Background: an optimization exercise with open tools, aiming at small area. Do not read the settings as production practice. Function was checked by simulation only, so behaviour that the tests miss may differ from the original. The flow treats the clock pin as an ideal source, which a real chip does not have. Power and IR drop assume default switching activity.

==> flow/design.v <==
`timescale 1ns / 1ps
module basic_uart_transmitter(
    input                   clk,
    input                   rst,
    input                   tx_wr_ev,
    input       [7 :0]      tx_dat,
    input       [15:0]      divisor,
    input       [1 :0]      stop_bit_num,
    input                   trans_bit_order,
    output                  tx_dat_ser,
    output                  tx_done_ev,
    output                  tx_ready
    );
    localparam P_IDLE  = 4'b0110;
    localparam P_START = 4'b0111;
    localparam P_DONE  = 4'b0000;
    localparam P_STOP1 = 4'b0001;
    reg [3 :0]  ph;
    reg [15:0]  cnt;
    reg [7 :0]  vault;
    wire idle = (ph == P_IDLE);
    wire done = (ph == P_DONE);
    wire term = (cnt[15:1] == 15'd0);
    wire stop = ~ph[3] & ~idle & ~done & (ph != P_START);
    always @(posedge clk) begin
        if (idle)
            vault <= tx_dat;
        if (idle | term)
            cnt <= divisor;
        else
            cnt <= cnt - 1'b1;
    end
    always @(posedge clk or posedge rst) begin
        if (rst)
            ph <= P_IDLE;
        else if (idle) begin
            if (tx_wr_ev)
                ph <= P_START;
        end else if (done)
            ph <= P_STOP1;
        else if (term) begin
            if (stop & (ph[1:0] == stop_bit_num))
                ph <= P_IDLE;
            else
                ph <= ph + 1'b1;
        end
    end
    assign tx_ready   = idle;
    assign tx_done_ev = done;
    assign tx_dat_ser = ph[3] ? vault[ph[2:0] ^ {3{trans_bit_order}}] : (ph != P_START);
endmodule
`timescale 1ns / 1ps
module basic_uart_receiver
(
    input                        clk,
    input                        rst,
    input                        rx_dat_ser,
    input         [15:0]         divisor,
    input                        rec_bit_order,
    output reg    [7:0]          rx_dat,
    output reg                   rx_dat_ev
);
    localparam R_IDLE = 4'b0110;
    localparam R_S1   = 4'b0111;
    localparam R_T1   = 4'b0000;
    localparam R_T2   = 4'b0001;
    reg             rx_d0;
    reg             rx_d1;
    reg     [3 :0]  ph;
    reg     [15:0]  cnt;
    reg     [7 :0]  rx_bits;
    wire idle = (ph == R_IDLE);
    wire half = (ph[2:0] == 3'b000);
    wire z    = (cnt[15:2] == 14'd0);
    wire term = ph[3] ? z & ~cnt[1]
                      : (ph == R_T1 ? z & (cnt[1] ^ cnt[0]) :
                         ph == R_T2 ? z & cnt[1] & ~cnt[0]
                                    : z & ~cnt[1]);
    always@(posedge clk or posedge rst) begin
        if(rst) begin
            rx_d0 <= 1'b1;
            rx_d1 <= 1'b1;
        end else begin
            rx_d0 <= rx_dat_ser;
            rx_d1 <= rx_d0;
        end
    end
    always @(posedge clk) begin
        if (idle | term)
            cnt <= divisor;
        else if (half)
            cnt <= {cnt[15:1] - 1'b1, cnt[0]};
        else
            cnt <= cnt - 1'b1;
        if (ph[3] & term)
            rx_bits <= rec_bit_order ? {rx_bits[6:0], rx_d1} : {rx_d1, rx_bits[7:1]};
    end
    always @(posedge clk or posedge rst) begin
        if (rst) begin
            ph        <= R_IDLE;
            rx_dat    <= 8'b0;
            rx_dat_ev <= 1'b0;
        end else begin
            rx_dat_ev <= (ph == R_T1) & term;
            if ((ph == R_T1) & term)
                rx_dat <= rx_bits;
            if (idle) begin
                if (~rx_d1)
                    ph <= R_S1;
            end else if (term) begin
                if (ph == R_T2)
                    ph <= R_IDLE;
                else
                    ph <= ph + 1'b1;
            end
        end
    end
endmodule
`timescale 1ns / 1ps
module basic_uart_transceiver(
    input                   clk,
    input                   rst,
    input                   tx_wr_ev,
    input                   rx_dat_ser,
	input       [15:0]      divisor,      
    input       [7 :0]      tx_dat,
	input                   trans_bit_order,
	input       [1 :0]      trans_stop_bit_num,
	input                   rec_bit_order,
    output      [7 :0]      rx_dat, 
    output                  tx_dat_ser,
    output                  rx_dat_ev,
    output                  tx_done_ev,
    output                  tx_ready
    );
    basic_uart_transmitter uart_transmitter_i(
                     .clk(clk),
                     .rst(rst),
                     .tx_wr_ev(tx_wr_ev),
                     .tx_dat(tx_dat),
					 .divisor(divisor),
					 .stop_bit_num(trans_stop_bit_num),
					 .trans_bit_order(trans_bit_order),
                     .tx_dat_ser(tx_dat_ser),
                     .tx_done_ev(tx_done_ev),
                     .tx_ready(tx_ready));
    basic_uart_receiver uart_receiver_i(
                  .clk(clk),
                  .rst(rst),
                  .rx_dat_ser(rx_dat_ser),
			      .rec_bit_order(rec_bit_order),
			      .divisor(divisor),
                  .rx_dat(rx_dat), 
                  .rx_dat_ev(rx_dat_ev));
endmodule
==> flow/config.mk <==
export PLATFORM = sky130hd
export DESIGN_NAME = basic_uart_transceiver
export DESIGN_NICKNAME = basic_uart_transceiver
export VERILOG_FILES = /design/flow/design.v
export SDC_FILE = /design/flow/constraint.sdc
export NUM_CORES = 4
export LEC_CHECK = 0
export CAP_MARGIN = 20
export CORE_MARGIN = 2
export CORE_UTILIZATION = 40
export SLEW_MARGIN = 20
==> flow/constraint.sdc <==
create_clock -name core_clock -period 6.0 [get_ports {clk}]
set_input_delay 1.2000 -clock core_clock [delete_from_list [all_inputs] [get_ports {clk}]]
set_output_delay 1.2000 -clock core_clock [all_outputs]
set_load 0.01 [all_outputs]
standard.sh (not shown) runs the stock make flow with config.mk's settings and CLKGATE_MAP_FILE= SYNTH_SCRIPT=/design/flow/synth_recipe.tcl, a recipe that flattens the netlist after the stock synthesis.
==> flow/flow/run.sh <==
#!/bin/bash
# Own layout flow: the standard flow (standard.sh) with area-oriented knobs:
#  - synthesis: the standard flow's script, but ABC maps for area (flow/synth.tcl, flow/area.abc)
#  - port buffers: sky130_fd_sc_hd__buf_1
#  - CTS: no dummy loads, clkbuf_4 clock buffers
#  - after CTS: downsizing of cells with spare slack (flow/post_cts.tcl)
# Each tool's output goes to the ORFS logs under orfs/logs; make's to make_flow.log.
set -euo pipefail
W=$PWD
cp config.mk config_own.mk
cat >> config_own.mk <<EOC
export OWN_ABC_SCRIPT = $W/flow/area.abc
export BUFFER_PORTS_ARGS = -buffer_cell sky130_fd_sc_hd__buf_1
export CTS_ARGS = -sink_clustering_enable -repair_clock_nets -dont_use_dummy_load -buf_list {sky130_fd_sc_hd__clkbuf_4} -sink_clustering_size 25 -sink_clustering_max_diameter 100
export POST_CTS_TCL = $W/flow/post_cts.tcl
EOC
sed -e "s|DESIGN_CONFIG=[^ ]*|DESIGN_CONFIG=$W/config_own.mk|" \
    -e "s|SYNTH_SCRIPT=[^ ]*|SYNTH_SCRIPT=$W/flow/synth.tcl|" standard.sh > standard_own.sh
grep -q "SYNTH_SCRIPT=$W/flow/synth.tcl" standard_own.sh
bash standard_own.sh > make_flow.log 2>&1
==> flow/flow/area.abc <==
strash
&get -n
&deepsyn -J 20 -T 300
&st
&dch
&nf -R 1000 -p
&put
topo
==> flow/flow/post_cts.tcl <==
# Downsize cells that have slack to spare; the global-route step's repair_design
# that follows fixes any slew or capacitance this leaves.
log_cmd repair_timing -recover_power 100
==> flow/flow/synth.tcl <==
# The standard synthesis script (synth_recipe.tcl), with one change: ABC maps the
# logic with area.abc (area-oriented mapping, no buffering or upsizing) instead of
# ORFS's speed script. Registers are mapped before ABC runs, so they are unchanged.
proc synth {args} { yosys synth -nofsm -noshare {*}$args }
proc abc {args} {
  set i [lsearch $args -script]
  if { $i >= 0 } { lset args [expr {$i+1}] $::env(OWN_ABC_SCRIPT) }
  yosys abc {*}$args
}
source $::env(SCRIPTS_DIR)/synth.tcl
# left out here: clear keep_hierarchy, flatten, clean up, hide names made inside functions, write 1_2_yosys.v
==> next run, changes <==
--- a/flow/design.v
+++ b/flow/design.v
@@ -20,7 +20,7 @@
     reg [7 :0]  vault;
     wire idle = (ph == P_IDLE);
     wire done = (ph == P_DONE);
-    wire term = (cnt[15:1] == 15'd0);
+    wire term = (cnt == 16'd1);
     wire stop = ~ph[3] & ~idle & ~done & (ph != P_START);
     always @(posedge clk) begin
         if (idle)
@@ -72,10 +72,11 @@
     wire idle = (ph == R_IDLE);
     wire half = (ph[2:0] == 3'b000);
     wire z    = (cnt[15:2] == 14'd0);
-    wire term = ph[3] ? z & ~cnt[1]
+    wire term = ph[3] ? (ph[2:0] == 3'b000 ? z & ~cnt[1]
+                                           : z & ~cnt[1] & cnt[0])
                       : (ph == R_T1 ? z & (cnt[1] ^ cnt[0]) :
                          ph == R_T2 ? z & cnt[1] & ~cnt[0]
-                                    : z & ~cnt[1]);
+                                    : z & ~cnt[1] & cnt[0]);
     always@(posedge clk or posedge rst) begin
         if(rst) begin
             rx_d0 <= 1'b1;
Total power shrinks by roughly a tenth.
Clock-buffer cell count stays the same.
Non-clock buffer count rises by 1.
Via count increases slightly.
Design area increases slightly.
Wire length falls slightly.
Clock skew hardly moves.
Final cell count increases slightly.
Combinational power goes down by a quarter to a third.
Clock power stays flat.

re-timing with driven ports:
How much do the figures lean on ideal ports? The routed layouts below were timed once more, with nothing changed but the port constraints. Step 1 assumes that a clkbuf_16 drives the clock port and a buf_2 every other input. Step 2, shift: input delay + t, output delay - t, t = (earliest + latest rising clock arrival at the registers) / 2. This alone moves slack from input paths to output paths. Slacks: no drivers / after step 1 / after step 2; pairs: no drivers / after step 1.
| run | t, ns | slack for setup (ns) | hold WS [ns] |
|---|---|---|---|
| the first run | 0.413 | 2.374 / 2.352 / 2.352 | 0.365 / 0.365 / 0.365 |
| the second run | 0.416 | 2.294 / 2.273 / 2.273 | 0.361 / 0.361 / 0.361 |
After both steps every run listed still meets setup and hold. The setup slack of the first run, which loses most, moves by -0.022 ns with the drivers and by -0.022 ns with both steps.
